What follows belongs to an exercise in optimizing a design on an open flow for small area, a short achievable clock period and few clock cycles; a production flow would make more cautious choices.
The RTL was checked by simulation tests, not by an equivalence proof against the original design.
Power figures rest on the tool's default switching activity, not on a simulated workload.

==> flow/design.v <==
`timescale 1ns/1ps
module muldiv(i_clk, i_arst_n, i_start, i_div, i_sgn, i_a, i_b, i_sum, i_wrhi, i_wrlo,
              i_hisel, o_busy, o_dout);
  input         i_clk, i_arst_n;
  input         i_start, i_div, i_sgn;
  input  [31:0] i_a, i_b;
  input  [31:0] i_sum;                   
  input         i_wrhi, i_wrlo;
  input         i_hisel;
  output        o_busy;
  output [31:0] o_dout;
  reg         bsy, nega, fix, hs, inv;
  reg  [5:0]  cnt;
  reg         isdiv, lead;
  reg  [31:0] hi, lo, bm;
  reg         f_sa, f_sb, f_d;
  assign o_busy = bsy;
  wire        lo_zero = lo == 32'd0;
  wire        rhi     = i_hisel & ~nega;
  wire        rneg    = nega | (rhi ? (f_d ? f_sa : f_sa ^ f_sb) : (f_sa ^ f_sb));
  wire        rcin    = nega | rneg & (~rhi | f_d | lo_zero);
  wire [31:0] rx      = (rhi ? hi : lo) ^ {32{rneg}};
  pf_inc #(32) u_rd(.a(rx), .ci(rcin), .s(o_dout));
  wire [33:0] x = fix ? {hs, hs, hi} : isdiv ? {hs, hi, lo[31]} : {2'b00, hi};
  wire [33:0] y = isdiv ? {{2{f_sb}}, bm} ^ {34{inv}} : (lo[0] ? {2'b00, bm} : 34'd0);
  wire        c = isdiv & inv;
  wire [33:0] s;
  ks_add #(34) u_add(.a(x), .b(y), .ci(c), .s(s), .co());
  wire        q = ~s[32];                                 
  wire can8  = cnt[5:3] != 3'd0;
  wire can4  = cnt[5:2] != 4'd0;
  wire sk8   = can8 & (isdiv ? lead & (lo[31:24] == 8'd0) : (lo[7:0] == 8'd0));
  wire sk4   = can4 & isdiv & lead & (lo[31:28] == 4'd0);
  wire sk3   = isdiv & lead & ((bm[31:3] ^ {29{f_sb}}) != 29'd0);
  wire [1:0] z3 = ~can8 ? 2'd0 : lo[31] ? 2'd0 : lo[30] ? 2'd1 : lo[29] ? 2'd2 : 2'd3;
  wire run   = bsy & ~nega & ~fix;
  wire step  = run & ~sk8 & ~sk4 & ~sk3;
  wire [31:0] hi_step = isdiv ? s[31:0] : s[32:1];
  wire [31:0] lo_step = isdiv ? {lo[30:0], q} : {s[0], lo[31:1]};
  wire        sa0 = i_sgn & i_a[31];
  wire        st8 = i_div & ~sa0 & (i_a[31:24] == 8'd0);
  wire        st4 = i_div & ~sa0 & (i_a[31:28] == 4'd0);
  wire        sb0 = i_sgn & i_b[31];
  wire [31:0] hi0 = (sa0 & sb0) ? ~i_sum : sa0 ? i_b : sb0 ? i_a : 32'd0;
  reg  [31:0] hi_o, lo_o;
  always @* begin
    hi_o = hi;
    lo_o = lo;
    if (i_start) begin
      hi_o = i_div ? 32'd0 : hi0;
      lo_o = ~i_div ? i_a ^ {32{sa0}} : st8 ? {i_a[23:0], 8'd0} : st4 ? {i_a[27:0], 4'd0} : i_a;
    end else if (nega) begin
      lo_o = o_dout;
    end else if (fix) begin
      hi_o = s[31:0];
    end else if (bsy) begin
      if (sk8) begin
        if (isdiv) lo_o = {lo[23:0], 8'd0};
        else begin
          hi_o = {8'd0, hi[31:8]};
          lo_o = {hi[7:0], lo[31:8]};
        end
      end else if (sk4) begin
        lo_o = {lo[27:0], 4'd0};
      end else begin
        case (z3)
          2'd0: begin hi_o = {29'd0, lo[31:29]}; lo_o = {lo[28:0], 3'd0}; end
          2'd1: begin hi_o = {28'd0, lo[31:28]}; lo_o = {lo[27:0], 4'd0}; end
          2'd2: begin hi_o = {27'd0, lo[31:27]}; lo_o = {lo[26:0], 5'd0}; end
          default: begin hi_o = {26'd0, lo[31:26]}; lo_o = {lo[25:0], 6'd0}; end
        endcase
      end
    end else begin
      if (i_wrhi) hi_o = i_a;
      if (i_wrlo) lo_o = i_a;
    end
  end
  wire do_step = step & ~i_start;
  always @(posedge i_clk)
    if (i_start) bm <= i_div ? i_b : i_b ^ {32{sb0}};
  always @(posedge i_clk, negedge i_arst_n) begin
    if (!i_arst_n) begin
      bsy <= 1'b0;
      nega <= 1'b0;
      fix <= 1'b0;
      hs <= 1'b0;
      inv <= 1'b0;
      cnt <= 6'd0;
      isdiv <= 1'b0;
      lead <= 1'b0;
      hi <= 32'd0;
      lo <= 32'd0;
      f_sa <= 1'b0;
      f_sb <= 1'b0;
      f_d <= 1'b0;
    end else begin
      hi <= do_step ? hi_step : hi_o;
      lo <= do_step ? lo_step : lo_o;
      if (i_start) begin
        bsy <= 1'b1;
        nega <= i_div & sa0;
        hs <= 1'b0;
        inv <= ~sb0;                          
        cnt <= st8 ? 6'd24 : st4 ? 6'd28 : 6'd32;
        isdiv <= i_div;
        lead <= i_div;
        f_sa <= sa0;
        f_sb <= sb0;
        f_d <= i_div;
      end else if (nega) begin
        nega <= 1'b0;
      end else if (fix) begin
        fix <= 1'b0;
        bsy <= 1'b0;
        hs <= 1'b0;
      end else if (bsy) begin
        if (sk8) begin
          cnt <= cnt - 6'd8;
          bsy <= cnt != 6'd8;
        end else if (sk4) begin
          cnt <= cnt - 6'd4;
          bsy <= cnt != 6'd4;
        end else if (sk3) begin
          lead <= 1'b0;
          cnt <= cnt - 6'd3 - {4'd0, z3};
        end else begin
          lead <= 1'b0;
          cnt <= cnt - 6'd1;
          if (isdiv) begin
            hs <= s[32];
            inv <= s[32] ? f_sb : ~f_sb;        
          end
          if (cnt == 6'd1) begin
            bsy <= isdiv & s[32];               
            fix <= isdiv & s[32];
            inv <= f_sb;                        
          end
        end
      end
    end
  end
endmodule
`timescale 1ns/1ps
module ks_add #(parameter W = 32) (a, b, ci, s, co);
  input  [W-1:0] a, b;
  input          ci;
  output [W-1:0] s;
  output         co;
  function integer clg;
    input integer n;
    integer t;
    begin
      clg = 0;
      for (t = 1; t < n; t = t * 2) clg = clg + 1;
    end
  endfunction
  localparam L = clg(W + 1);
  wire [W:0] g [0:L];
  wire [W:0] p [0:L];
  assign g[0] = {a & b, ci};
  assign p[0] = {a ^ b, 1'b0};
  genvar l, i;
  generate
    for (l = 0; l < L; l = l + 1) begin : lv
      for (i = 0; i <= W; i = i + 1) begin : bt
        if (i >= (1 << l)) begin : c
          assign g[l+1][i] = g[l][i] | (p[l][i] & g[l][i - (1 << l)]);
          assign p[l+1][i] = p[l][i] & p[l][i - (1 << l)];
        end else begin : n
          assign g[l+1][i] = g[l][i];
          assign p[l+1][i] = p[l][i];
        end
      end
    end
  endgenerate
  assign s  = p[0][W:1] ^ g[L][W-1:0];
  assign co = g[L][W];
endmodule
module pf_inc #(parameter W = 32) (a, ci, s);
  input  [W-1:0] a;
  input          ci;
  output [W-1:0] s;
  function integer clg;
    input integer n;
    integer t;
    begin
      clg = 0;
      for (t = 1; t < n; t = t * 2) clg = clg + 1;
    end
  endfunction
  localparam L = clg(W + 1);
  wire [W:0] p [0:L];
  assign p[0] = {a, ci};
  genvar l, i;
  generate
    for (l = 0; l < L; l = l + 1) begin : lv
      for (i = 0; i <= W; i = i + 1) begin : bt
        if (i >= (1 << l)) begin : c
          assign p[l+1][i] = p[l][i] & p[l][i - (1 << l)];
        end else begin : n
          assign p[l+1][i] = p[l][i];
        end
      end
    end
  endgenerate
  assign s = a ^ p[L][W-1:0];
endmodule
`timescale 1ns/1ps
module core(i_clk, i_arst_n, i_int_source,
            i_instr_mem, o_instr_adr,
            o_wb_cyc, o_wb_stb, o_wb_sel, o_wb_we, o_wb_adr, o_wb_dat,
            i_wb_dat, i_wb_ack);
  input         i_clk;
  input         i_arst_n;
  input  [8:0]  i_int_source;
  input  [31:0] i_instr_mem;
  output [29:0] o_instr_adr;
  input         i_wb_ack;
  input  [31:0] i_wb_dat;
  output        o_wb_cyc;
  output        o_wb_stb;
  output        o_wb_we;
  output [3:0]  o_wb_sel;
  output [31:0] o_wb_adr;
  output [31:0] o_wb_dat;
  reg  [29:0] pc;
  reg         ex_v;
  reg  [31:0] ex_a, ex_b, ex_opb;
  reg  [15:0] ex_imm;
  reg  [4:0]  ex_dest;
  reg         ex_wen, ex_lnkc;
  reg  [2:0]  ex_rsel;
  reg         ex_sub, ex_sgn, ex_ovfc;
  reg  [1:0]  ex_lop, ex_sop;
  reg         ex_svar;
  reg         ex_ld, ex_st;
  reg  [2:0]  ex_mt;
  reg         ex_beq, ex_bne, ex_blez, ex_bgtz, ex_bltz, ex_bgez, ex_cz;
  reg         ex_jmp, ex_jrc;
  reg         ex_mul, ex_div, ex_mdsgn, ex_mthi, ex_mtlo, ex_mdany, ex_hisel;
  reg         ex_mtc0, ex_rfe, ex_resv, ex_ds, ex_nofwd, ex_mds;
  reg  [29:0] ex_pc;
  reg         mw_wen, mw_ld;
  reg  [31:0] mw_res;
  reg         b_req, b_we;
  reg  [3:0]  b_sel;
  reg  [31:0] b_adr, b_dat;
  reg  [4:0]  mw_dest;
  reg  [2:0]  mw_mt;
  reg         mw_take, mw_ovf;
  reg  [4:0]  st_exc;
  reg  [8:0]  st_int;
  reg  [14:0] cause;
  reg  [29:0] epc;
  reg         ie;
  reg  [8:0]  int_q, pend;
  reg  [31:0] rf [1:31];
  wire bus_hold = b_req & ~i_wb_ack;           
  wire freeze   = mw_ld & bus_hold;            
  wire [31:0] ins = i_instr_mem;
  wire [5:0]  op  = ins[31:26];
  wire [4:0]  rs  = ins[25:21];
  wire [4:0]  rt  = ins[20:16];
  wire [4:0]  rd  = ins[15:11];
  wire [5:0]  fn  = ins[5:0];
  wire [29:0] pc_inc;
  pf_inc #(30) u_pcinc(.a(pc), .ci(1'b1), .s(pc_inc));
  wire op_r     = op == 6'h00;
  wire op_regim = op == 6'h01;
  wire op_j     = op == 6'h02;
  wire op_jal   = op == 6'h03;
  wire op_beq   = op == 6'h04;
  wire op_bne   = op == 6'h05;
  wire op_blez  = op == 6'h06;
  wire op_bgtz  = op == 6'h07;
  wire op_addi  = op == 6'h08;
  wire op_addiu = op == 6'h09;
  wire op_slti  = op == 6'h0a;
  wire op_sltiu = op == 6'h0b;
  wire op_logi  = (op == 6'h0c) | (op == 6'h0d) | (op == 6'h0e);
  wire op_lui   = op == 6'h0f;
  wire op_cop0  = op == 6'h10;
  wire op_ld    = (op[5:3] == 3'b100) & (op[2:0] != 3'b111);
  wire op_st    = (op[5:3] == 3'b101) & ((op[2] == 1'b0) | (op[1:0] == 2'b10));
  wire f_sll  = fn == 6'h00, f_rotr = fn == 6'h01, f_srl = fn == 6'h02, f_sra = fn == 6'h03;
  wire f_sllv = fn == 6'h04, f_rotrv= fn == 6'h05, f_srlv= fn == 6'h06, f_srav= fn == 6'h07;
  wire f_shift = fn[5:3] == 3'b000;
  wire f_jr   = fn == 6'h08, f_jalr = fn == 6'h09;
  wire f_mfhi = fn == 6'h10, f_mthi = fn == 6'h11, f_mflo = fn == 6'h12, f_mtlo = fn == 6'h13;
  wire f_md   = fn[5:2] == 4'b0110;                        
  wire f_add  = fn[5:2] == 4'b1000;                        
  wire f_log  = fn[5:2] == 4'b1001;                        
  wire f_slt  = (fn == 6'h2a) | (fn == 6'h2b);
  wire c_mfc0 = op_cop0 & (rs == 5'd0);
  wire c_mtc0 = op_cop0 & (rs == 5'd4);
  wire c_rfe  = op_cop0 & (rs == 5'd16);
  wire rg_link = op_regim & rt[4];
  reg  [4:0] d_dest;
  reg        d_wen;
  always @* begin
    d_dest = rt;
    d_wen  = 1'b0;
    if (op_r) begin
      d_dest = rd;
      d_wen  = f_shift | f_jalr | f_mfhi | f_mflo | f_add | f_log | f_slt;
    end else if (op_jal | rg_link) begin
      d_dest = 5'd31;
      d_wen  = op_jal;
    end else
      d_wen = op_addi | op_addiu | op_slti | op_sltiu | op_logi | op_lui | op_ld | c_mfc0;
  end
  wire d_wen_nz = d_wen & (d_dest != 5'd0);
  wire d_lnkc   = rg_link;
  reg [2:0] d_rsel;
  always @* begin
    d_rsel = 3'd0;
    if (op_r) begin
      if (f_shift)               d_rsel = 3'd3;
      else if (f_log)            d_rsel = 3'd2;
      else if (f_slt)            d_rsel = 3'd1;
      else if (f_jalr)           d_rsel = 3'd5;
      else if (f_mfhi | f_mflo)  d_rsel = 3'd6;
    end else if (op_slti | op_sltiu) d_rsel = 3'd1;
    else if (op_logi)            d_rsel = 3'd2;
    else if (op_lui)             d_rsel = 3'd4;
    else if (op_jal | op_regim)  d_rsel = 3'd5;
    else if (op_cop0)            d_rsel = 3'd7;
  end
  wire d_sub   = (op_r & (f_add & fn[1] | f_slt)) | op_slti | op_sltiu;
  wire d_sgn   = (op_r & ((f_add & ~fn[0]) | (fn == 6'h2a))) | op_addi | op_slti;
  wire d_ovfc  = (op_r & f_add & ~fn[0]) | op_addi;
  wire [1:0] d_lop = op_r ? fn[1:0] : op[1:0];
  wire [1:0] d_sop = fn[1:0];
  wire d_svar  = fn[2];
  wire d_useimm = ~op_r & ~op_beq & ~op_bne & ~op_blez & ~op_bgtz & ~op_regim;
  wire d_sext  = ~op_logi;
  wire d_lui   = op_lui;
  wire d_cz    = op_blez | op_bgtz | op_regim;
  wire d_jmp   = op_j | op_jal | (op_r & (f_jr | f_jalr));
  wire d_jrc   = op_r & (f_jr | f_jalr);
  wire d_mul   = op_r & f_md & ~fn[1];
  wire d_div   = op_r & f_md & fn[1];
  wire d_mdany = op_r & (f_md | f_mfhi | f_mthi | f_mflo | f_mtlo);
  wire d_resv  = ~(op_r | op_regim | op_j | op_jal | op_beq | op_bne | op_blez | op_bgtz |
                   op_addi | op_addiu | op_slti | op_sltiu | op_logi | op_lui |
                   c_mfc0 | c_mtc0 | c_rfe | op_ld | op_st);
  wire d_uses_rt = op_r | op_beq | op_bne | op_st | (op_ld & (op[1:0] == 2'b10)) | op_cop0;
  wire d_bj    = d_jmp | op_beq | op_bne | op_blez | op_bgtz | op_regim;
  wire        ex_wfin;          
  wire [31:0] ex_res;
  wire [31:0] mw_wdata;
  reg [31:0] rf_a, rf_b;
  integer k;
  always @* begin
    rf_a = 32'd0;
    rf_b = 32'd0;
    for (k = 1; k < 32; k = k + 1) begin
      rf_a = rf_a | (rf[k] & {32{rs == k}});
      rf_b = rf_b | (rf[k] & {32{rt == k}});
    end
  end
  wire ex_fwd = ex_v & (ex_wen | ex_lnkc & (ex_a[31] ^ ex_bgez)) & ~ex_nofwd;
  wire fa_ex = ex_fwd & (rs == ex_dest);
  wire fb_ex = ex_fwd & (rt == ex_dest);
  wire fa_mw = mw_wen & (rs == mw_dest);
  wire fb_mw = mw_wen & (rt == mw_dest);
  wire        op_jj = op_j | op_jal;
  wire [31:0] d_immx = op_lui ? {ins[15:0], 16'd0} : {{16{d_sext & ins[15]}}, ins[15:0]};
  wire [31:0] e_a   = op_jj ? {pc_inc[29:26], ins[25:0], 2'b00} : fa_mw ? mw_wdata : rf_a;
  wire [31:0] e_b   = fb_mw ? mw_wdata : rf_b;
  wire [31:0] e_opb = d_useimm ? d_immx : e_b;
  wire [31:0] d_a   = (fa_ex & ~op_jj) ? ex_res : e_a;
  wire [31:0] byp_b = fb_ex ? ex_res : e_b;
  wire [31:0] d_opb = (fb_ex & ~d_useimm) ? ex_res : e_opb;
  wire ld_stall = ex_v & ex_ovfc | ex_v & ex_nofwd & ex_wen & ((rs == ex_dest) | (d_uses_rt & (rt == ex_dest)));
  wire [31:0] opb  = ex_opb;
  wire [32:0] add_x = {ex_sgn & ex_a[31], ex_a};
  wire [32:0] add_y = {ex_sgn & opb[31], opb} ^ {33{ex_sub}};
  wire [32:0] sum;
  ks_add #(33) u_add(.a(add_x), .b(add_y), .ci(ex_sub), .s(sum), .co());
  wire        ovf   = sum[32] ^ sum[31];
  reg [31:0] logic_r;
  always @* begin
    case (ex_lop)
      2'd0: logic_r = ex_a & opb;
      2'd1: logic_r = ex_a | opb;
      2'd2: logic_r = ex_a ^ opb;
      default: logic_r = ~(ex_a | opb);
    endcase
  end
  wire [4:0]  samt   = ex_svar ? ex_a[4:0] : ex_imm[10:6];
  wire        s_left = ex_sop == 2'd0;
  wire [4:0]  rot_n  = s_left ? 5'd0 - samt : samt;
  wire [63:0] rot_w  = {ex_b, ex_b} >> rot_n;
  wire [31:0] rot_r  = rot_w[31:0];
  reg  [31:0] sh_th;                            
  integer ti;
  always @* for (ti = 0; ti < 32; ti = ti + 1) sh_th[ti] = ti < samt;
  reg  [31:0] sh_mask;
  integer mi;
  always @* for (mi = 0; mi < 32; mi = mi + 1)
    sh_mask[mi] = (ex_sop == 2'd1) ? 1'b0 : s_left ? sh_th[mi] : sh_th[31 - mi];
  wire        sh_fill = (ex_sop == 2'd3) & ex_b[31];
  wire [31:0] sh_out = (rot_r & ~sh_mask) | ({32{sh_fill}} & sh_mask);
  wire [31:0] md_out;
  reg [31:0] cp0_r;
  always @* begin
    case (ex_imm[15:11])
      5'd12: cp0_r = {17'd0, st_int, 1'b0, st_exc};
      5'd13: cp0_r = {17'd0, cause};
      5'd14: cp0_r = {epc, 2'b00};
      default: cp0_r = 32'd0;
    endcase
  end
  wire [31:0] link = {pc_inc, 2'b00};
  reg [31:0] res_e;
  always @* begin
    case (ex_rsel)
      3'd2: res_e = logic_r;
      3'd4: res_e = opb;
      3'd5: res_e = link;
      default: res_e = cp0_r;
    endcase
  end
  wire [31:0] res = (ex_rsel == 3'd0) ? sum[31:0] :
                    (ex_rsel == 3'd1) ? {31'd0, sum[32]} :
                    (ex_rsel == 3'd3) ? sh_out[31:0] : res_e;
  assign ex_res = res;
  wire [31:0] mw_res_d = (ex_rsel == 3'd6) ? md_out : res;
  wire [31:0] cmp_b = ex_b & {32{~ex_cz}};
  wire        eq    = (ex_a == cmp_b);
  wire        taken = ex_beq & eq | ex_bne & ~eq | ex_blez & (ex_a[31] | eq) |
                      ex_bgtz & ~ex_a[31] & ~eq | ex_bltz & ex_a[31] | ex_bgez & ~ex_a[31];
  wire        redirect = ex_v & (taken | ex_jmp);
  wire [29:0] br_tgt = pc + {{14{ex_imm[15]}}, ex_imm};
  wire [29:0] tgt    = ex_jmp ? ex_a[31:2] : br_tgt;
  wire        md_busy;
  wire        a_lo_bad = (ex_mt == 3'b001) & sum[0] | (ex_mt == 3'b011) & (sum[1] | sum[0]);
  wire        b_zero   = ex_b == 32'd0;
  wire [4:0]  exc = {ex_div & b_zero, ex_ovfc & ovf, (ex_ld | ex_st) & a_lo_bad,
                     ex_jrc & (ex_a[1] | ex_a[0]), ex_resv};
  wire        fault    = |exc;
  wire        ex_stall = ex_v & ex_mdany & md_busy & ~ex_mds |
                         ex_v & (ex_ld | ex_st) & bus_hold;    
  wire        ovf_take = mw_ovf & ie & st_exc[3];
  wire        squash   = mw_take | ovf_take;
  wire        int_now  = ex_v & ~squash & ~ex_mds & ie & |pend;
  wire [4:0]  exc_f    = {exc[4], 1'b0, exc[2:0]};
  wire        take     = (int_now | ex_v & ~squash & ie & |(exc_f & st_exc)) & ~freeze;
  wire        ex_ok    = ex_v & ~squash & ~int_now;        
  assign ex_wfin = ex_v & (ex_wen | ex_lnkc & taken) & ~fault;
  wire md_go   = ex_ok & ~(ex_div & b_zero) & ~md_busy;    
  wire md_start = md_go & (ex_mul | ex_div) & ~ex_mds;
  wire md_wrhi  = md_go & ex_mthi;
  wire md_wrlo  = md_go & ex_mtlo;
  wire [1:0] a_lo  = sum[1:0];
  wire [1:0] rot   = a_lo + {1'b0, ex_mt == 3'b010};        
  reg  [31:0] st_d;
  always @* begin
    case (rot)
      2'd0: st_d = ex_b;
      2'd1: st_d = {ex_b[23:0], ex_b[31:24]};
      2'd2: st_d = {ex_b[15:0], ex_b[31:16]};
      default: st_d = {ex_b[7:0], ex_b[31:8]};
    endcase
  end
  reg [3:0] sel;
  always @* begin
    case (ex_mt)
      3'b000, 3'b100: sel = 4'b0001 << a_lo;
      3'b001, 3'b101: sel = a_lo[1] ? 4'b1100 : 4'b0011;
      3'b010:         sel = (a_lo == 2'd0) ? 4'b0001 : (a_lo == 2'd1) ? 4'b0011 :
                            (a_lo == 2'd2) ? 4'b0111 : 4'b1111;
      3'b110:         sel = (a_lo == 2'd0) ? 4'b1111 : (a_lo == 2'd1) ? 4'b1110 :
                            (a_lo == 2'd2) ? 4'b1100 : 4'b1000;
      default:        sel = 4'b1111;
    endcase
  end
  wire [1:0] m_a   = b_adr[1:0];
  wire [1:0] m_rot = (mw_mt[1:0] == 2'b01) ? {m_a[1], 1'b0} : m_a + {1'b0, mw_mt == 3'b010};
  reg  [31:0] m_r;
  always @* begin
    case (m_rot)
      2'd0: m_r = i_wb_dat;
      2'd1: m_r = {i_wb_dat[7:0], i_wb_dat[31:8]};
      2'd2: m_r = {i_wb_dat[15:0], i_wb_dat[31:16]};
      default: m_r = {i_wb_dat[23:0], i_wb_dat[31:24]};
    endcase
  end
  reg [31:0] ld_v;
  always @* begin
    case (mw_mt)
      3'b000: ld_v = {{24{m_r[7]}}, m_r[7:0]};
      3'b100: ld_v = {24'd0, m_r[7:0]};
      3'b001: ld_v = {{16{m_r[15]}}, m_r[15:0]};
      3'b101: ld_v = {16'd0, m_r[15:0]};
      3'b010: ld_v = (m_a == 2'd0) ? {m_r[31:24], b_dat[23:0]} :
                     (m_a == 2'd1) ? {m_r[31:16], b_dat[15:0]} :
                     (m_a == 2'd2) ? {m_r[31:8],  b_dat[7:0]}  : m_r;
      3'b110: ld_v = (m_a == 2'd0) ? m_r :
                     (m_a == 2'd1) ? {b_dat[31:24], m_r[23:0]} :
                     (m_a == 2'd2) ? {b_dat[31:16], m_r[15:0]} : {b_dat[31:8], m_r[7:0]};
      default: ld_v = m_r;
    endcase
  end
  assign mw_wdata = mw_ld ? ld_v : mw_res;
  assign o_wb_cyc = b_req;
  assign o_wb_stb = b_req;
  assign o_wb_we  = b_we;
  assign o_wb_sel = b_sel;
  assign o_wb_adr = {2'b00, b_adr[31:2]};
  assign o_wb_dat = b_dat;
  assign o_instr_adr = pc;
  always @(posedge i_clk)
    if (mw_wen) rf[mw_dest] <= mw_wdata;
  wire fd_go = ~freeze & ~squash & ~ex_stall & ~ld_stall;
  always @(posedge i_clk, negedge i_arst_n) begin
    if (!i_arst_n) begin
      pc <= 30'd0;
      ex_v <= 1'b0;
      b_req <= 1'b0;
      mw_ld <= 1'b0;
      mw_wen <= 1'b0;
      mw_take <= 1'b0;
      mw_ovf <= 1'b0;
      ex_mds <= 1'b0;
    end else begin
      ex_mds <= freeze & (ex_mds | md_start);
      if (squash)     pc <= 30'd2;
      else if (fd_go) pc <= redirect ? tgt : pc_inc;
      if (squash) ex_v <= 1'b0;
      else if (~freeze & ~ex_stall) ex_v <= ~ld_stall;
      if (~bus_hold)
        b_req <= ex_ok & ~ex_stall & ~fault & (ex_ld | ex_st);
      if (~freeze) begin
        mw_ld <= ex_ok & ~ex_stall & ~fault & ex_ld;
        mw_wen <= ex_ok & ~ex_stall & ex_wfin;
        mw_ovf <= ex_ok & exc[3];
      end
      mw_take <= take;
    end
  end
  always @(posedge i_clk) begin
    if (fd_go) begin
      ex_a <= d_a;
      ex_b <= byp_b;
      ex_opb <= d_opb;
      ex_imm <= ins[15:0];
      ex_dest <= d_dest;
      ex_wen <= d_wen_nz;
      ex_lnkc <= d_lnkc;
      ex_rsel <= d_rsel;
      ex_sub <= d_sub;
      ex_sgn <= d_sgn;
      ex_ovfc <= d_ovfc;
      ex_lop <= d_lop;
      ex_sop <= d_sop;
      ex_svar <= d_svar;
      ex_ld <= op_ld;
      ex_nofwd <= op_ld | d_ovfc | op_r & (f_mfhi | f_mflo);
      ex_st <= op_st;
      ex_mt <= op[2:0];
      ex_beq <= op_beq;
      ex_bne <= op_bne;
      ex_blez <= op_blez;
      ex_bgtz <= op_bgtz;
      ex_bltz <= op_regim & ~rt[0];
      ex_bgez <= op_regim & rt[0];
      ex_cz <= d_cz;
      ex_jmp <= d_jmp;
      ex_jrc <= d_jrc;
      ex_mul <= d_mul;
      ex_div <= d_div;
      ex_mdsgn <= ~fn[0];
      ex_mthi <= op_r & f_mthi;
      ex_mtlo <= op_r & f_mtlo;
      ex_mdany <= d_mdany;
      ex_hisel <= ~fn[1];
      ex_mtc0 <= c_mtc0;
      ex_rfe <= c_rfe;
      ex_resv <= d_resv;
      ex_ds <= ex_v & ex_jmp | ex_v & (ex_beq | ex_bne | ex_blez | ex_bgtz | ex_bltz | ex_bgez);
      ex_pc <= pc;
    end
  end
  always @(posedge i_clk) begin
    if (~bus_hold) begin
      b_we <= ex_st;
      b_sel <= sel;
      b_adr <= sum[31:0];
      b_dat <= (ex_st ? st_d : ex_b);
    end
  end
  always @(posedge i_clk) begin
    if (~freeze) begin
      mw_res <= mw_res_d;
      mw_dest <= ex_dest;
      mw_mt <= ex_mt;
    end
  end
  wire cp_go = ex_ok & ~freeze;    
  always @(posedge i_clk, negedge i_arst_n) begin
    if (!i_arst_n) begin
      st_exc <= 5'h1f;
      st_int <= 9'h1ff;
      cause <= 15'd0;
      epc <= 30'd0;
      ie <= 1'b1;
      int_q <= 9'd0;
      pend <= 9'd0;
    end else begin
      int_q <= i_int_source;
      if (take & int_now) pend <= i_int_source & ~int_q & st_int;
      else                pend <= pend | (i_int_source & ~int_q & st_int);
      if (take | ovf_take) begin
        ie <= 1'b0;
        epc <= ex_pc;
        cause <= {int_now ? pend : 9'd0, ex_ds, ovf_take ? 5'b01000 : exc_f & st_exc};
      end else begin
        if (cp_go & ex_rfe) ie <= 1'b1;
        if (cp_go & ex_mtc0 & (ex_imm[15:11] == 5'd12)) begin
          st_int <= ex_b[14:6];
          st_exc <= ex_b[4:0];
        end
        if (cp_go & ex_mtc0 & (ex_imm[15:11] == 5'd13))
          cause <= ex_b[14:0];
      end
    end
  end
  muldiv u_md(.i_clk(i_clk), .i_arst_n(i_arst_n), .i_start(md_start), .i_div(ex_div),
              .i_sgn(ex_mdsgn), .i_a(ex_a), .i_b(ex_b), .i_sum(sum[31:0]), .i_wrhi(md_wrhi), .i_wrlo(md_wrlo),
              .i_hisel(ex_hisel), .o_busy(md_busy), .o_dout(md_out));
endmodule
==> flow/run.sh <==
#!/bin/bash
# synth_recipe.tcl (not shown) runs the flow's synth.tcl, then flattens the netlist and writes it again
# the make line also repeats each setting of config.mk as NAME=value (left out here)
make -C /OpenROAD-flow-scripts/flow DESIGN_CONFIG=/design/flow/config.mk WORK_HOME=/design/flow/orfs CLKGATE_MAP_FILE= SYNTH_SCRIPT=/design/flow/synth_recipe.tcl finish
==> flow/config.mk <==
export PLATFORM = sky130hd
export DESIGN_NAME = core
export DESIGN_NICKNAME = core
export VERILOG_FILES = /design/flow/design.v
export SDC_FILE = /design/flow/constraint.sdc
export NUM_CORES = 8
export LEC_CHECK = 0
export CAP_MARGIN = 5
export CORE_MARGIN = 2
export CORE_UTILIZATION = 45
export CTS_CLUSTER_DIAMETER = 100
export CTS_CLUSTER_SIZE = 20
export SETUP_SLACK_MARGIN = 5
export SLEW_MARGIN = 5
==> flow/constraint.sdc <==
create_clock -name core_clock -period 9.0 [get_ports {i_clk}]
set_input_delay 1.8000 -clock core_clock [delete_from_list [all_inputs] [get_ports {i_clk}]]
set_output_delay 1.8000 -clock core_clock [all_outputs]
set_load 0.01 [all_outputs]
==> results of run 1 <==
## worst register-to-register path, stage by stage (launching register included)
cell        delay, ps
edfxtp_1          490
or3b_4            460
clkinvlp_4        110
ha_4              180
nand2_4            80
xnor2_4           190
buf_12            140
mux2_4            290
o211ai_1          660
a41oi_4           270
buf_12            240
o211ai_1          490
o221ai_1          230
## how the worst max path moves through the flow
stage	end	slack, ps	depth (start not counted)	startpoint
final	ex_a[31]$_DFFE_PP_	4850	12	mw_mt[2]$_DFFE_PN_
after floorplan	st_exc[0]$_DFFE_PN1P_	4470	9	i_wb_ack
after CTS	ex_opb[8]$_DFFE_PP_	4800	11	ex_rsel[1]$_DFFE_PP_
after global routing	mw_wen$_DFFE_PN0N_	4860	13	ex_sub$_DFFE_PP_
after detailed placement	ex_a[16]$_DFFE_PP_	2510	10	i_wb_dat[23]
after global placement	ex_a[16]$_DFFE_PP_	2590	10	i_wb_dat[23]
## cell type report
type | instances | share of cell area
Tap cell | 2640 | 0.0318
Multi-Input combinational cell | 6195 | 0.434
Timing Repair Buffer | 796 | 0.0731
Antenna cell | 24 | 0.000577
Inverter | 175 | 0.00672
Clock buffer | 111 | 0.0232
Sequential cell | 1510 | 0.427
Clock inverter | 22 | 0.00310
## routing by layer
layer  up-vias  routed length (um)
met5         -                 452
met4        29               53800
met3      2591               70200
met2      8305              205000
met1     41896              165000
li1      33692                   -
## repair_timing
action,CTS,global route
setup endpoints to repair,1378,405
resized for setup,425,285
cloned,22,8
setup buffers,173,84
pin swaps,92,80
## power by group
group | internal (mW) | switching, mW | total, mW
Clock | 2.00 | 2.55 | 4.55
Combinational | 11.2 | 20.6 | 31.9
Sequential | 10.3 | 1.82 | 12.1
## layout by cell type, fill, tap and decap left out, types with 71 or more instances in the layout
master and n:
buf_4 502, clkbuf_16 101, nand4_1 84, nand2_1 861, nor2_4 102, mux2i_1 240, a222oi_1 74, edfxtp_1 1316
o211ai_1 135, mux2_2 151, nor3_1 152, ha_1 143, inv_1 159, o21ai_0 443, xor2_1 124, clkdlybuf4s50_1 153
a21oi_1 348, nor2_1 466, a22oi_1 879, nor4_1 71, dfrtp_1 156, xnor2_1 167, nand3_1 292
## stage by stage
step	cells	hold WS [ps]
6_report	11473	429
3_5_place_dp	11029	434
4_1_cts	11357	434
3_3_place_gp	11029	427
2_1_floorplan	8585	410
5_1_grt	11451	454
## kinds of logic (layout without fill, tap and decap cells)
group                    Yosys count  count (layout)  share of synthesized area
adder cells (fa/ha/maj)          177             177                     0.0250
AO/OA/AOI/OAI                   2736            2744                      0.213
other                              1              26                  0.0000418
buffers and inverters            896            1104                     0.0406
flip-flops                      1510            1510                      0.495
multiplexers                     502             502                     0.0679
AND/OR/NAND/NOR                 2437            2445                      0.126
XOR/XNOR                         325             325                     0.0321
==> out/qor.yml, run 1 <==
status: "finished clean"
htree_num_levels: 3
cts_max_path_buffers: 3
top_register: "rf"
seq_area_mm2: 0.0444
use_met3: 0.165
final_util: 0.526
regToRegSetupSlack_ps: 4850
io_buffers: 174
synth_edf_count: 1316
period_share: 0.461
gp_congestion: 1.04
dp_slack_ps: 2510
die_x_um: 450
tightestPinTransition_ps: 1210
drive_gt1_frac: 0.177
top_usage_layer: "met2"
num_io_pins: 177
holdBufCountCts: 0
hold_path_class: "register to register"
grt_overflow: 0
arrival_ps: 4630
dp_hpwl_um: 313000
cp_max_fo: 5
drv_slew: 0
slew_headroom: 0.192
use_met2: 0.674
grt_setup_unrepaired: "yes"
use_met1: 0.558
largest_reg_flops: 992
ant_nets: 0
dr.pass1.iters: 13
ys_types: 107
drt_iter0_markers: 18082
holdPathEnd: "pend[6]$_DFF_PN0_"
syn2layout_area_growth_pct: 16.1
yosys-top-cells-count: "edfxtp_1, a22oi_1, nand2_1"
tns_ps: 0
ys_ff_latch: 1510
synth-seq-area-share: 0.495
clkTransAtPathRegs_ps: 100
path_class: "register to register"
antenna_found_initial: 34
maxCapViolations: 0
ir_drop_mv: 0.518
cp-start-kind: "register"
cellLeakagePower_nw: 37.2
layout_min_cycle_time_ps: 4150
num_vias: 86513
route.detailed.drc: 0
nets: 9022
fin_area_mm2: 0.104
grt_first_pass_wirelength_um: 660000
crit-reg2reg-launch: "mw_mt[2]$_DFFE_PN_"
wl_um: 494000
path_cells: "or3b_4 > clkinvlp_4 > ha_4 > nand2_4 > xnor2_4 > buf_12 > mux2_4 > o211ai_1 > a41oi_4 > buf_12 > o211ai_1 > o221ai_1"
fmax_mhz: 241
die_y_um: 450
place_area_mm2: 0.0955
async_flop_share: 0.128
core_mm2: 0.198
power.total_mw: 48.5
syn_inst: 8584
cts_tree: "built"
wire_per_inst_um: 43.1
grt_max_degree: 121
yosys.area.top_type: "edfxtp_1"
hold_viol: 0
cpPeakStageDelay_ps: 660
yosysMostFrequentCell: "edfxtp_1"
clock_sink_count: 1510
path_buf_inv: 3
synth_area_per_cell_um2: 10.4
required_ps: 9490
ys_top_cells_by_area: "edfxtp_1, a22oi_1, dfrtp_1"
power_density_mw_per_mm2: 467
vias_per_cell: 7.54
setup_slack_ps: 4850
crit_slowest_cell: "o211ai_1"
worstHoldPathCells: 1
netlist.area_leader.share: 0.441
cts_inserted_buffers: 91
initial_utilization: 0.453
syn_area_mm2: 0.0896
rr_worst_depth: 12
r2r_end: "ex_a[31]$_DFFE_PP_"
grt_pass1_vias: 79225
rows: 163
grtUsageTotal: 0.467
path_delay_family: "compound AO/OA/AOI/OAI gates"
crit_path_end_kind: "register"
fillers: 17240
insertion_delay_ps: 820
ys.flop_type: "edfxtp_1"
die_area_mm2: 0.203
cts_root_buf: "clkbuf_16"
ys_warn_count: 6
finalClockSkew_ps: 71.7
final-setup-viol-count: 0
worstHoldStart: "int_q[6]$_DFF_PN0_"
multiInputGateArea_mm2: 0.0452
Testbench counts, summed over its fixed seeds: cycles 23,237.
==> inputs of run 2 (changes only) <==
--- a/flow/design.v
+++ b/flow/design.v
@@ -32,7 +32,6 @@
   wire sk8   = can8 & (isdiv ? lead & (lo[31:24] == 8'd0) : (lo[7:0] == 8'd0));
   wire sk4   = can4 & isdiv & lead & (lo[31:28] == 4'd0);
   wire sk3   = isdiv & lead & ((bm[31:3] ^ {29{f_sb}}) != 29'd0);
-  wire [1:0] z3 = ~can8 ? 2'd0 : lo[31] ? 2'd0 : lo[30] ? 2'd1 : lo[29] ? 2'd2 : 2'd3;
   wire run   = bsy & ~nega & ~fix;
   wire step  = run & ~sk8 & ~sk4 & ~sk3;
   wire [31:0] hi_step = isdiv ? s[31:0] : s[32:1];
@@ -63,12 +62,8 @@
       end else if (sk4) begin
         lo_o = {lo[27:0], 4'd0};
       end else begin
-        case (z3)
-          2'd0: begin hi_o = {29'd0, lo[31:29]}; lo_o = {lo[28:0], 3'd0}; end
-          2'd1: begin hi_o = {28'd0, lo[31:28]}; lo_o = {lo[27:0], 4'd0}; end
-          2'd2: begin hi_o = {27'd0, lo[31:27]}; lo_o = {lo[26:0], 5'd0}; end
-          default: begin hi_o = {26'd0, lo[31:26]}; lo_o = {lo[25:0], 6'd0}; end
-        endcase
+        hi_o = {29'd0, lo[31:29]};
+        lo_o = {lo[28:0], 3'd0};
       end
     end else begin
       if (i_wrhi) hi_o = i_a;
@@ -122,7 +117,7 @@
           bsy <= cnt != 6'd4;
         end else if (sk3) begin
           lead <= 1'b0;
-          cnt <= cnt - 6'd3 - {4'd0, z3};
+          cnt <= cnt - 6'd3;
         end else begin
           lead <= 1'b0;
           cnt <= cnt - 6'd1;
@@ -225,8 +220,9 @@
   output [31:0] o_wb_dat;
   reg  [29:0] pc;
   reg         ex_v;
-  reg  [31:0] ex_a, ex_b, ex_opb;
+  reg  [31:0] ex_a, ex_b;
   reg  [15:0] ex_imm;
+  reg         ex_useimm, ex_sext, ex_lui;
   reg  [4:0]  ex_dest;
   reg         ex_wen, ex_lnkc;
   reg  [2:0]  ex_rsel;
@@ -368,12 +364,11 @@
   wire [31:0] d_immx = op_lui ? {ins[15:0], 16'd0} : {{16{d_sext & ins[15]}}, ins[15:0]};
   wire [31:0] e_a   = op_jj ? {pc_inc[29:26], ins[25:0], 2'b00} : fa_mw ? mw_wdata : rf_a;
   wire [31:0] e_b   = fb_mw ? mw_wdata : rf_b;
-  wire [31:0] e_opb = d_useimm ? d_immx : e_b;
   wire [31:0] d_a   = (fa_ex & ~op_jj) ? ex_res : e_a;
   wire [31:0] byp_b = fb_ex ? ex_res : e_b;
-  wire [31:0] d_opb = (fb_ex & ~d_useimm) ? ex_res : e_opb;
   wire ld_stall = ex_v & ex_ovfc | ex_v & ex_nofwd & ex_wen & ((rs == ex_dest) | (d_uses_rt & (rt == ex_dest)));
-  wire [31:0] opb  = ex_opb;
+  wire [31:0] immx = ex_lui ? {ex_imm, 16'd0} : {{16{ex_sext & ex_imm[15]}}, ex_imm};
+  wire [31:0] opb  = ex_useimm ? immx : ex_b;
   wire [32:0] add_x = {ex_sgn & ex_a[31], ex_a};
   wire [32:0] add_y = {ex_sgn & opb[31], opb} ^ {33{ex_sub}};
   wire [32:0] sum;
@@ -544,8 +539,10 @@
     if (fd_go) begin
       ex_a <= d_a;
       ex_b <= byp_b;
-      ex_opb <= d_opb;
       ex_imm <= ins[15:0];
+      ex_useimm <= d_useimm;
+      ex_sext <= d_sext;
+      ex_lui <= d_lui;
       ex_dest <= d_dest;
       ex_wen <= d_wen_nz;
       ex_lnkc <= d_lnkc;
==> run 2 against run 1 <==
Effect of this change: still clean on timing, DRC and antenna; critical path depth is 4 higher; first-iteration DRC count decreased by 3.9%; worst hold slack better by 8.3 ps; utilization increased by 1.1 points; combinational power up 3%.
==> out/qor.yml, run 2 <==
status: "finished clean"  # unchanged
synth-seq-area-share: 0.507  # was 0.495
grt_pass1_vias: 75235  # was 79225
worstHoldPathCells: 1  # unchanged
power_density_mw_per_mm2: 480  # was 467 mW/mm2
holdBufCountCts: 0  # unchanged
ys_types: 107  # unchanged
place_area_mm2: 0.0915  # was 0.0955 mm2
final_util: 0.537  # was 0.526
htree_num_levels: 3  # unchanged
cpPeakStageDelay_ps: 440  # was 660 ps
final-setup-viol-count: 0  # unchanged
clock_sink_count: 1481  # was 1510
die_x_um: 441  # was 450 um
whs_ps: 438  # was 429 ps
grtUsageTotal: 0.464  # was 0.467
gp_congestion: 1.09  # was 1.04
crit-reg2reg-launch: "ex_b[0]$_DFFE_PP_"  # was mw_mt[2]$_DFFE_PN_
ir_drop_mv: 0.658  # was 0.518 mV
fillers: 16293  # was 17240
setup_slack_ps: 4600  # was 4850 ps
path_common_cell: "o21ai_4"
wire_per_inst_um: 43.6  # was 43.1 um
synth_area_per_cell_um2: 10.8  # was 10.4 um2
layout_min_cycle_time_ps: 4400  # was 4150 ps
period_share: 0.489  # was 0.461
use_met3: 0.172  # was 0.165
rows: 160  # was 163
clkTransAtPathRegs_ps: 90  # was 100 ps
worstHoldStart: "int_q[7]$_DFF_PN0_"  # was int_q[6]$_DFF_PN0_
clkPwrFrac: 0.088  # was 0.094
swShare: 0.511  # was 0.515
path_cells: "buf_8 > nand2b_1 > and2_2 > xnor2_1 > ha_1 > a211o_1 > a211oi_2 > o31a_1 > a211oi_4 > o21a_1 > or4_4 > a32oi_4 > buf_12 > o21ai_4 > buf_6 > o21ai_4"  # was or3b_4 > clkinvlp_4 > ha_4 > nand2_4 > xnor2_4 > buf_12 > mux2_4 > o211ai_1 > a41oi_4 > buf_12 > o211ai_1 > o221ai_1
cts_tree: "built"  # unchanged
dp_slack_ps: 2720  # was 2510 ps
io_buffers: 174  # unchanged
crit_slowest_cell: "or4_4"  # was o211ai_1
yosys-top-cells-count: "edfxtp_1, nor2_1, clkbuf_1"  # was edfxtp_1, a22oi_1, nand2_1
drv_slew: 0  # unchanged
use_met1: 0.557  # was 0.558
drive_gt1_frac: 0.205  # was 0.177
regToRegSetupSlack_ps: 4600  # was 4850 ps
fin_area_mm2: 0.102  # was 0.104 mm2
vias_per_cell: 7.66  # was 7.54
layout_common_cells: "edfxtp_1, nand2_1, buf_4"  # was edfxtp_1, a22oi_1, nand2_1
comb_power_share: 0.675  # was 0.657
syn_area_mm2: 0.0858  # was 0.0896 mm2
maxCapViolations: 0  # unchanged
grt_setup_unrepaired: "yes"  # unchanged
final_common_cell: "edfxtp_1"  # unchanged
synth_edf_count: 1287  # was 1316
top_usage_layer: "met2"  # unchanged
path_class: "register to register"  # unchanged
drt_iter0_markers: 17373  # was 18082
fmax_mhz: 227  # was 241 MHz
dr.pass1.iters: 14  # was 13
dp_cells: 10249  # was 11029
ys_ff_latch: 1481  # was 1510
cts_max_path_buffers: 3  # unchanged
grt_first_pass_wirelength_um: 623000  # was 660000 um
ant_nets: 0  # unchanged
internal_power_mw: 23.9  # was 23.5 mW
initial_utilization: 0.452  # was 0.453
num_vias: 82469  # was 86513
route.detailed.drc: 0  # unchanged
insertion_delay_ps: 810  # was 820 ps
netlist.area_leader.share: 0.451  # was 0.441
wl_um: 469000  # was 494000 um
tightestPinTransition_ps: 1430  # was 1210 ps
cts_inserted_buffers: 89  # was 91
cellLeakagePower_nw: 35.7  # was 37.2 nW
syn_inst: 7954  # was 8584
cp-start-kind: "register"  # unchanged
use_met2: 0.663  # was 0.674
cp_max_fo: 14  # was 5
hold_viol: 0  # unchanged
async_flop_share: 0.131  # was 0.128
yosysMostFrequentCell: "edfxtp_1"  # unchanged
slew_headroom: 0.0494  # was 0.192
dp_hpwl_um: 288000  # was 313000 um
die_y_um: 441  # was 450 um
crit_path_end_kind: "register"  # unchanged
power_frac_seq: 0.237  # was 0.250
p_switching_mw: 25.0  # about the same
yosys.area.top_type: "edfxtp_1"  # unchanged
power.total_mw: 48.9  # was 48.5 mW
ys_warn_count: 6  # unchanged
cts_root_buf: "clkbuf_16"  # unchanged
tns_ps: 0  # unchanged
grt_overflow: 0  # unchanged
top_register: "rf"  # unchanged
antenna_found_initial: 31  # was 34
ys.flop_type: "edfxtp_1"  # unchanged
r2r_end: "ex_a[0]$_DFFE_PP_"  # was ex_a[31]$_DFFE_PP_
largest_reg_flops: 992  # unchanged
finalClockSkew_ps: 46.0  # was 71.7 ps
required_ps: 9570  # was 9490 ps
holdPathEnd: "pend[7]$_DFF_PN0_"  # was pend[6]$_DFF_PN0_
syn2layout_area_growth_pct: 18.9  # was 16.1%
layoutNonFillerInstCount: 10772  # was 11473
ys_top_cells_by_area: "edfxtp_1, dfrtp_1, a22oi_1"  # was edfxtp_1, a22oi_1, dfrtp_1
die_area_mm2: 0.194  # was 0.203 mm2
num_io_pins: 177  # unchanged
rr_worst_depth: 16  # was 12
arrival_ps: 4970  # was 4630 ps
hold_path_class: "register to register"  # unchanged
nets: 8462  # was 9022
grt_max_degree: 132  # was 121
core_mm2: 0.190  # was 0.198 mm2
==> run 2: changes by cell type after synthesis, moves of 48 or more <==
cell	delta
a21oi_1	+48
a221oi_1	+228
nand4_1	+98
nor4_1	-55
nand3_1	-76
a22o_1	+195
nand2_1	-320
o211ai_1	-49
a22oi_1	-376
o21ai_0	-82
==> run 2: final cells by class <==
| type | count | area, um2 | area share |
|---|---|---|---|
| clock inverters | 15 | 224 | 0.00220 |
| well taps | 2511 | 3140 | 0.0308 |
| repair buffers | 852 | 8310 | 0.0814 |
| clock buffers | 107 | 2300 | 0.0226 |
| inverters | 177 | 754 | 0.00740 |
| flip-flops and latches | 1481 | 43500 | 0.427 |
| multi-input cells | 5608 | 43700 | 0.428 |
| diodes | 17 | 42.5 | 0.000417 |
| repair inverters | 4 | 30.0 | 0.000294 |
==> run 2: timing repair <==
| action | CTS | global route |
|---|---|---|
| gates resized for setup | 585 | 330 |
| cloned | 18 | 12 |
| buffers inserted | 261 | 93 |
| setup endpoints to repair | 835 | 312 |
| pin swaps | 140 | 138 |
==> run 2: cell families (layout without fill, tap and decap cells) <==
kind of cell             after synthesis  after routing  share of synthesized area
flip-flops                          1481           1481                      0.507
AO/OA/AOI/OAI                       2566           2566                      0.214
adder cells (fa/ha/maj)              174            174                     0.0255
multiplexers                         493            493                     0.0660
other                                  1             19                  0.0000437
buffers and inverters                876           1155                     0.0415
XOR/XNOR                             349            350                     0.0357
AND/OR/NAND/NOR                     2014           2023                      0.110
==> run 2: worst max-delay path: cells and delay by family, from the launching register on <==
family	cells	cell delay, ps
AO/OA/AOI/OAI	8	1910
AND/OR/NAND/NOR	3	810
buffers and inverters	3	620
flip-flops	1	370
adder cells (fa/ha/maj)	1	320
XOR/XNOR	1	140
==> run 2: power groups by stage <==
stage / clock network, mW / registers [mW] / logic, mW
3_3_place_gp: 0 / 11.8 / 24.6
6_report: 4.31 / 11.6 / 33.0
4_1_cts: 4.32 / 11.5 / 28.6
3_5_place_dp: 0 / 11.8 / 24.8
5_1_grt: 4.55 / 11.6 / 33.6
2_1_floorplan: 0 / 10.9 / 15.7
==> run 2: how the worst max path moves through the flow <==
stage               slack (ps)                 from  cells past startpoint               endpoint
floorplan                 4220             i_wb_ack                     10  st_exc[0]$_DFFE_PN1P_
CTS                       4860  ex_useimm$_DFFE_PP_                     18     mw_wen$_DFFE_PN0N_
global route              4580  ex_useimm$_DFFE_PP_                     19     ex_a[28]$_DFFE_PP_
global placement          2720      i_instr_mem[21]                     11      ex_a[0]$_DFFE_PP_
detailed placement        2720      i_instr_mem[21]                     11      ex_a[0]$_DFFE_PP_
finish                    4600    ex_b[0]$_DFFE_PP_                     16      ex_a[0]$_DFFE_PP_
==> run 2: metal layers <==
layer / share of wire / vias to the layer above / routed length, um
li1: - / 31652 / -
met1: 0.33 / 40118 / 156000
met2: 0.41 / 8026 / 191000
met3: 0.15 / 2649 / 70500
met4: 0.11 / 24 / 51100
met5: 0.00062 / - / 293
Testbench counts of run 2, summed over its fixed seeds: cycles 23,537.
==> inputs of run 3 (changes only) <==
--- a/flow/design.v
+++ b/flow/design.v
@@ -9,7 +9,8 @@
   input         i_hisel;
   output        o_busy;
   output [31:0] o_dout;
-  reg         bsy, nega, fix, hs, inv;
+  reg         bsy, nega, fix, hs, inv, bc;
+  reg         m_neg, m_two, m_one;           
   reg  [5:0]  cnt;
   reg         isdiv, lead;
   reg  [31:0] hi, lo, bm;
@@ -21,21 +22,27 @@
   wire        rcin    = nega | rneg & (~rhi | f_d | lo_zero);
   wire [31:0] rx      = (rhi ? hi : lo) ^ {32{rneg}};
   pf_inc #(32) u_rd(.a(rx), .ci(rcin), .s(o_dout));
-  wire [33:0] x = fix ? {hs, hs, hi} : isdiv ? {hs, hi, lo[31]} : {2'b00, hi};
-  wire [33:0] y = isdiv ? {{2{f_sb}}, bm} ^ {34{inv}} : (lo[0] ? {2'b00, bm} : 34'd0);
-  wire        c = isdiv & inv;
+  wire [33:0] m_y   = (m_two ? {1'b0, bm, 1'b0} : m_one ? {2'b00, bm} : 34'd0) ^ {34{m_neg}};
+  wire [33:0] x = (fix | ~isdiv) ? {hs, hs, hi} : {hs, hi, lo[31]};
+  wire [33:0] y = isdiv ? {{2{f_sb}}, bm} ^ {34{inv}} : fix ? {2'b00, bm} : m_y;
+  wire        c = isdiv ? inv : ~fix & m_neg;
   wire [33:0] s;
   ks_add #(34) u_add(.a(x), .b(y), .ci(c), .s(s), .co());
   wire        q = ~s[32];                                 
   wire can8  = cnt[5:3] != 3'd0;
   wire can4  = cnt[5:2] != 4'd0;
-  wire sk8   = can8 & (isdiv ? lead & (lo[31:24] == 8'd0) : (lo[7:0] == 8'd0));
+  wire sk8   = can8 & (isdiv ? lead & (lo[31:24] == 8'd0) :
+                              (lo[7:0] == 8'd0) & ~bc | (lo[7:0] == 8'hff) & bc);
   wire sk4   = can4 & isdiv & lead & (lo[31:28] == 4'd0);
   wire sk3   = isdiv & lead & ((bm[31:3] ^ {29{f_sb}}) != 29'd0);
   wire run   = bsy & ~nega & ~fix;
   wire step  = run & ~sk8 & ~sk4 & ~sk3;
-  wire [31:0] hi_step = isdiv ? s[31:0] : s[32:1];
-  wire [31:0] lo_step = isdiv ? {lo[30:0], q} : {s[0], lo[31:1]};
+  function [2:0] booth;                      
+    input [2:0] t;
+    booth = {t[2] & ~(t[1] & t[0]), ~t[2] & t[1] & t[0] | t[2] & ~t[1] & ~t[0], t[1] ^ t[0]};
+  endfunction
+  wire [31:0] hi_step = isdiv ? s[31:0] : s[33:2];
+  wire [31:0] lo_step = isdiv ? {lo[30:0], q} : {s[1:0], lo[31:2]};
   wire        sa0 = i_sgn & i_a[31];
   wire        st8 = i_div & ~sa0 & (i_a[31:24] == 8'd0);
   wire        st4 = i_div & ~sa0 & (i_a[31:28] == 4'd0);
@@ -56,7 +63,7 @@
       if (sk8) begin
         if (isdiv) lo_o = {lo[23:0], 8'd0};
         else begin
-          hi_o = {8'd0, hi[31:8]};
+          hi_o = {{8{hs}}, hi[31:8]};
           lo_o = {hi[7:0], lo[31:8]};
         end
       end else if (sk4) begin
@@ -80,6 +87,8 @@
       fix <= 1'b0;
       hs <= 1'b0;
       inv <= 1'b0;
+      bc <= 1'b0;
+      {m_neg, m_two, m_one} <= 3'd0;
       cnt <= 6'd0;
       isdiv <= 1'b0;
       lead <= 1'b0;
@@ -95,6 +104,8 @@
         bsy <= 1'b1;
         nega <= i_div & sa0;
         hs <= 1'b0;
+        bc <= 1'b0;
+        {m_neg, m_two, m_one} <= booth({i_a[1] ^ sa0, i_a[0] ^ sa0, 1'b0});
         inv <= ~sb0;                          
         cnt <= st8 ? 6'd24 : st4 ? 6'd28 : 6'd32;
         isdiv <= i_div;
@@ -112,24 +123,39 @@
         if (sk8) begin
           cnt <= cnt - 6'd8;
           bsy <= cnt != 6'd8;
+          if (~isdiv) begin
+            bc <= lo[7];
+            {m_neg, m_two, m_one} <= booth({lo[9:8], lo[7]});
+            if (cnt == 6'd8) begin
+              bsy <= lo[7];                     
+              fix <= lo[7];
+            end
+          end
         end else if (sk4) begin
           cnt <= cnt - 6'd4;
           bsy <= cnt != 6'd4;
         end else if (sk3) begin
           lead <= 1'b0;
           cnt <= cnt - 6'd3;
-        end else begin
+        end else if (isdiv) begin
           lead <= 1'b0;
           cnt <= cnt - 6'd1;
-          if (isdiv) begin
-            hs <= s[32];
-            inv <= s[32] ? f_sb : ~f_sb;        
-          end
+          hs <= s[32];
+          inv <= s[32] ? f_sb : ~f_sb;          
           if (cnt == 6'd1) begin
-            bsy <= isdiv & s[32];               
-            fix <= isdiv & s[32];
+            bsy <= s[32];                       
+            fix <= s[32];
             inv <= f_sb;                        
           end
+        end else begin
+          cnt <= cnt - 6'd2;
+          hs <= s[33];
+          bc <= lo[1];
+          {m_neg, m_two, m_one} <= booth({lo[3:2], lo[1]});
+          if (cnt == 6'd2) begin
+            bsy <= lo[1];                       
+            fix <= lo[1];
+          end
         end
       end
     end
@@ -220,9 +246,8 @@
   output [31:0] o_wb_dat;
   reg  [29:0] pc;
   reg         ex_v;
-  reg  [31:0] ex_a, ex_b;
+  reg  [31:0] ex_a, ex_b, ex_opb;
   reg  [15:0] ex_imm;
-  reg         ex_useimm, ex_sext, ex_lui;
   reg  [4:0]  ex_dest;
   reg         ex_wen, ex_lnkc;
   reg  [2:0]  ex_rsel;
@@ -364,11 +389,12 @@
   wire [31:0] d_immx = op_lui ? {ins[15:0], 16'd0} : {{16{d_sext & ins[15]}}, ins[15:0]};
   wire [31:0] e_a   = op_jj ? {pc_inc[29:26], ins[25:0], 2'b00} : fa_mw ? mw_wdata : rf_a;
   wire [31:0] e_b   = fb_mw ? mw_wdata : rf_b;
+  wire [31:0] e_opb = d_useimm ? d_immx : e_b;
   wire [31:0] d_a   = (fa_ex & ~op_jj) ? ex_res : e_a;
   wire [31:0] byp_b = fb_ex ? ex_res : e_b;
+  wire [31:0] d_opb = (fb_ex & ~d_useimm) ? ex_res : e_opb;
   wire ld_stall = ex_v & ex_ovfc | ex_v & ex_nofwd & ex_wen & ((rs == ex_dest) | (d_uses_rt & (rt == ex_dest)));
-  wire [31:0] immx = ex_lui ? {ex_imm, 16'd0} : {{16{ex_sext & ex_imm[15]}}, ex_imm};
-  wire [31:0] opb  = ex_useimm ? immx : ex_b;
+  wire [31:0] opb  = ex_opb;
   wire [32:0] add_x = {ex_sgn & ex_a[31], ex_a};
   wire [32:0] add_y = {ex_sgn & opb[31], opb} ^ {33{ex_sub}};
   wire [32:0] sum;
@@ -539,10 +565,8 @@
     if (fd_go) begin
       ex_a <= d_a;
       ex_b <= byp_b;
+      ex_opb <= d_opb;
       ex_imm <= ins[15:0];
-      ex_useimm <= d_useimm;
-      ex_sext <= d_sext;
-      ex_lui <= d_lui;
       ex_dest <= d_dest;
       ex_wen <= d_wen_nz;
       ex_lnkc <= d_lnkc;
==> run 3 against run 2 <==
Effect of this change: still clean; clock skew grew 64 ps; flip-flop and latch count grew 33; critical path depth shrank 6; highest routed layer unchanged.
==> out/qor.yml, run 3 <==
layout_common_cells: "edfxtp_1, a22oi_1, nand2_1"  # was edfxtp_1, nand2_1, buf_4
regToRegSetupSlack_ps: 4810  # was 4600 ps
maxCapViolations: 0  # unchanged
io_buffers: 174  # unchanged
syn_area_mm2: 0.0893  # was 0.0858 mm2
ys_ff_latch: 1514  # was 1481
hold_viol: 0  # unchanged
cp-start-kind: "register"  # unchanged
cts_max_path_buffers: 3  # unchanged
finalClockSkew_ps: 110  # was 46.0 ps
route.detailed.drc: 0  # unchanged
synth_area_per_cell_um2: 10.5  # was 10.8 um2
path_buf_inv: 4  # was 3
htree_num_levels: 3  # unchanged
ys_top_cells_by_area: "edfxtp_1, a22oi_1, dfrtp_1"  # was edfxtp_1, dfrtp_1, a22oi_1
holdBufCountCts: 0  # unchanged
fin_area_mm2: 0.108  # was 0.102 mm2
seq_area_mm2: 0.0445  # was 0.0435 mm2
vias_per_cell: 7.67  # was 7.66
slew_headroom: 0.170  # was 0.0494
insertion_delay_ps: 860  # was 810 ps
num_io_pins: 177  # unchanged
arrival_ps: 4730  # was 4970 ps
syn_inst: 8499  # was 7954
period_share: 0.465  # was 0.489
clock_sink_count: 1514  # was 1481
num_vias: 88806  # was 82469
cts_inserted_buffers: 94  # was 89
final-setup-viol-count: 0  # unchanged
largest_reg_flops: 992  # unchanged
grt_first_pass_wirelength_um: 689000  # was 623000 um
tightestPinTransition_ps: 1250  # was 1430 ps
fmax_mhz: 239  # was 227 MHz
synth-seq-area-share: 0.498  # was 0.507
ys_warn_count: 6  # unchanged
dr.pass1.iters: 13  # was 14
path_delay_family: "buffers and inverters"  # was compound AO/OA/AOI/OAI gates
rows: 163  # was 160
die_y_um: 450  # was 441 um
initial_utilization: 0.453  # was 0.452
path_common_cell: "buf_4"  # was o21ai_4
crit_path_end_kind: "register"  # unchanged
required_ps: 9540  # was 9570 ps
power_density_mw_per_mm2: 501  # was 480 mW/mm2
drive_gt1_frac: 0.218  # was 0.205
ys.flop_type: "edfxtp_1"  # unchanged
nets: 9137  # was 8462
async_flop_share: 0.131  # about the same
drt_iter0_markers: 19021  # was 17373
cpPeakStageDelay_ps: 620  # was 440 ps
layoutNonFillerInstCount: 11585  # was 10772
fillers: 17027  # was 16293
tns_ps: 0  # unchanged
cts_tree: "built"  # unchanged
dp_hpwl_um: 324000  # was 288000 um
holdPathEnd: "pend[2]$_DFF_PN0_"  # was pend[7]$_DFF_PN0_
grt_pass1_vias: 80300  # was 75235
synth_edf_count: 1316  # was 1287
rr_worst_depth: 10  # was 16
yosys.area.top_type: "edfxtp_1"  # unchanged
yosys-top-cells-count: "edfxtp_1, a22oi_1, nand2_1"  # was edfxtp_1, nor2_1, clkbuf_1
clkTransAtPathRegs_ps: 90  # about the same
path_cells: "buf_4 > inv_1 > nor2_1 > buf_4 > nand2_1 > o21ai_0 > a31oi_1 > a22oi_2 > buf_12 > mux2i_1"  # was buf_8 > nand2b_1 > and2_2 > xnor2_1 > ha_1 > a211o_1 > a211oi_2 > o31a_1 > a211oi_4 > o21a_1 > or4_4 > a32oi_4 > buf_12 > o21ai_4 > buf_6 > o21ai_4
wl_um: 523000  # was 469000 um
ys_types: 108  # was 107
gp_congestion: 1.06  # was 1.09
antenna_found_initial: 39  # was 31
grtUsageTotal: 0.493  # was 0.464
grt_setup_unrepaired: "yes"  # unchanged
ant_nets: 0  # unchanged
top_register: "rf"  # unchanged
worstHoldStart: "int_q[2]$_DFF_PN0_"  # was int_q[7]$_DFF_PN0_
core_mm2: 0.197  # was 0.190 mm2
wire_per_inst_um: 45.1  # was 43.6 um
multiInputGateArea_mm2: 0.0462  # was 0.0437 mm2
hold_path_class: "register to register"  # unchanged
worstHoldPathCells: 1  # unchanged
syn2layout_area_growth_pct: 20.8  # was 18.9%
cp_max_fo: 39  # was 14
final_common_cell: "edfxtp_1"  # unchanged
path_class: "register to register"  # unchanged
status: "finished clean"  # unchanged
crit-reg2reg-launch: "ex_rsel[0]$_DFFE_PP_"  # was ex_b[0]$_DFFE_PP_
cellLeakagePower_nw: 38.3  # was 35.7 nW
ir_drop_mv: 0.410  # was 0.658 mV
yosysMostFrequentCell: "edfxtp_1"  # unchanged
r2r_end: "mw_res[21]$_DFFE_PN_"  # was ex_a[0]$_DFFE_PP_
die_x_um: 450  # was 441 um
layout_min_cycle_time_ps: 4190  # was 4400 ps
die_area_mm2: 0.202  # was 0.194 mm2
grt_overflow: 0  # unchanged
place_area_mm2: 0.0954  # was 0.0915 mm2
netlist.area_leader.share: 0.442  # was 0.451
drv_slew: 0  # unchanged
grt_max_degree: 105  # was 132
crit_slowest_cell: "o21ai_0"  # was or4_4
dp_cells: 10942  # was 10249
cts_root_buf: "clkbuf_16"  # unchanged
-- run 3: how the worst max path moves through the flow --
stage	startpoint	endpoint	slack [ps]	cells past startpoint
3_5_place_dp	i_instr_mem[20]	ex_opb[19]$_DFFE_PP_	2380	12
2_1_floorplan	i_wb_ack	st_exc[0]$_DFFE_PN1P_	4250	10
3_3_place_gp	i_instr_mem[20]	ex_opb[19]$_DFFE_PP_	2430	12
5_1_grt	u_md.m_neg$_DFFE_PN0P_	u_md.hi[26]$_DFFE_PN0P_	4730	20
4_1_cts	u_md.m_neg$_DFFE_PN0P_	u_md.hi[26]$_DFFE_PN0P_	4910	19
6_report	ex_rsel[0]$_DFFE_PP_	mw_res[21]$_DFFE_PN_	4810	10
-- run 3: cells by family (layout without fill, tap and decap cells) --
kind of cell    count (synthesis)  count (layout)  share of synthesized area
fa+ha+maj                     180             180                     0.0254
flops                        1514            1514                      0.498
mux                           429             429                     0.0597
compound gates               2831            2835                      0.219
simple gates                 2270            2282                      0.119
other cells                     1              29                  0.0000420
buf+inv                       902            1304                     0.0421
xor+xnor                      372             372                     0.0369
-- run 3: per-stage QoR --
stage	util	hold WS, ps	power (mW)	setup WS, ps
6_report	0.547	433	54.1	4810
5_1_grt	0.546	448	55.2	4730
4_1_cts	0.529	436	49.1	4910
3_5_place_dp	0.483	424	40.2	2380
3_3_place_gp	0.483	417	40.1	2430
2_1_floorplan	-	410	28.7	4250
-- run 3: timing repair --
item,4_1_cts,5_1_grt
gates cloned,33,22
buffers inserted,294,134
pin swaps,193,188
resized for setup,679,441
setup endpoints to repair,1478,353
-- run 3: where the power goes --
group	internal (mW)	leakage [nW]	switching, mW
Clock	2.03	1.37	2.64
Combinational	14.0	22.3	23.1
Sequential	10.4	14.7	1.90
-- run 3: worst reg2reg max path: cells and delay by family, from the launching register on --
family,cells,cell delay (ps)
AO/OA/AOI/OAI,3,1160
flip-flops,1,330
buffers and inverters,4,1590
AND/OR/NAND/NOR,2,690
multiplexers,1,130
-- run 3: area by class of cell --
cell class,count,share of cell area
multi-input combinational,6100,0.428
sequential,1514,0.412
timing repair buffer,1000,0.0951
tap,2640,0.0306
clock buffer,109,0.0227
inverter,170,0.00651
clock inverter,24,0.00378
antenna,27,0.000626
timing repair inverter,1,0.0000811
-- run 3: layer usage --
| metal | track usage | vias up | share of wire |
|---|---|---|---|
| li1 | - | 33845 | - |
| met1 | 0.585 | 42970 | 0.33 |
| met2 | 0.691 | 8888 | 0.40 |
| met3 | 0.192 | 3069 | 0.15 |
| met4 | 0.432 | 34 | 0.12 |
| met5 | 0.0178 | - | 0.0015 |
Testbench counts of run 3, summed over its fixed seeds: cycles 23,029.

## static timing again, ports no longer ideal
No port has a modelled driver above. Below, the same layouts with a new extraction and two added sets of constraints. Step 1 assumes that a clkbuf_16 drives the clock port and a buf_2 every other input. Step 2 moves the port delays by t, midway between the first and last clock arrival at a register: inputs arrive t later, outputs are due t later. That takes back most of the time a late clock gives input paths. Three values: no drivers, after step 1, after step 2; two values: the first two.
run	t, ns	setup slack, ns	worst hold slack (ns)
run 1	0.881	4.855 / 4.855 / 4.092	0.429 / 0.429 / 0.429
run 2	0.879	4.597 / 4.597 / 4.071	0.438 / 0.438 / 0.438
run 3	0.898	4.814 / 4.814 / 4.033	0.433 / 0.433 / 0.433
After both steps setup and hold are still met in every run listed. For run 3, which loses most, drivers alone change the setup slack by 0.000 ns; drivers and shift together by -0.781 ns.
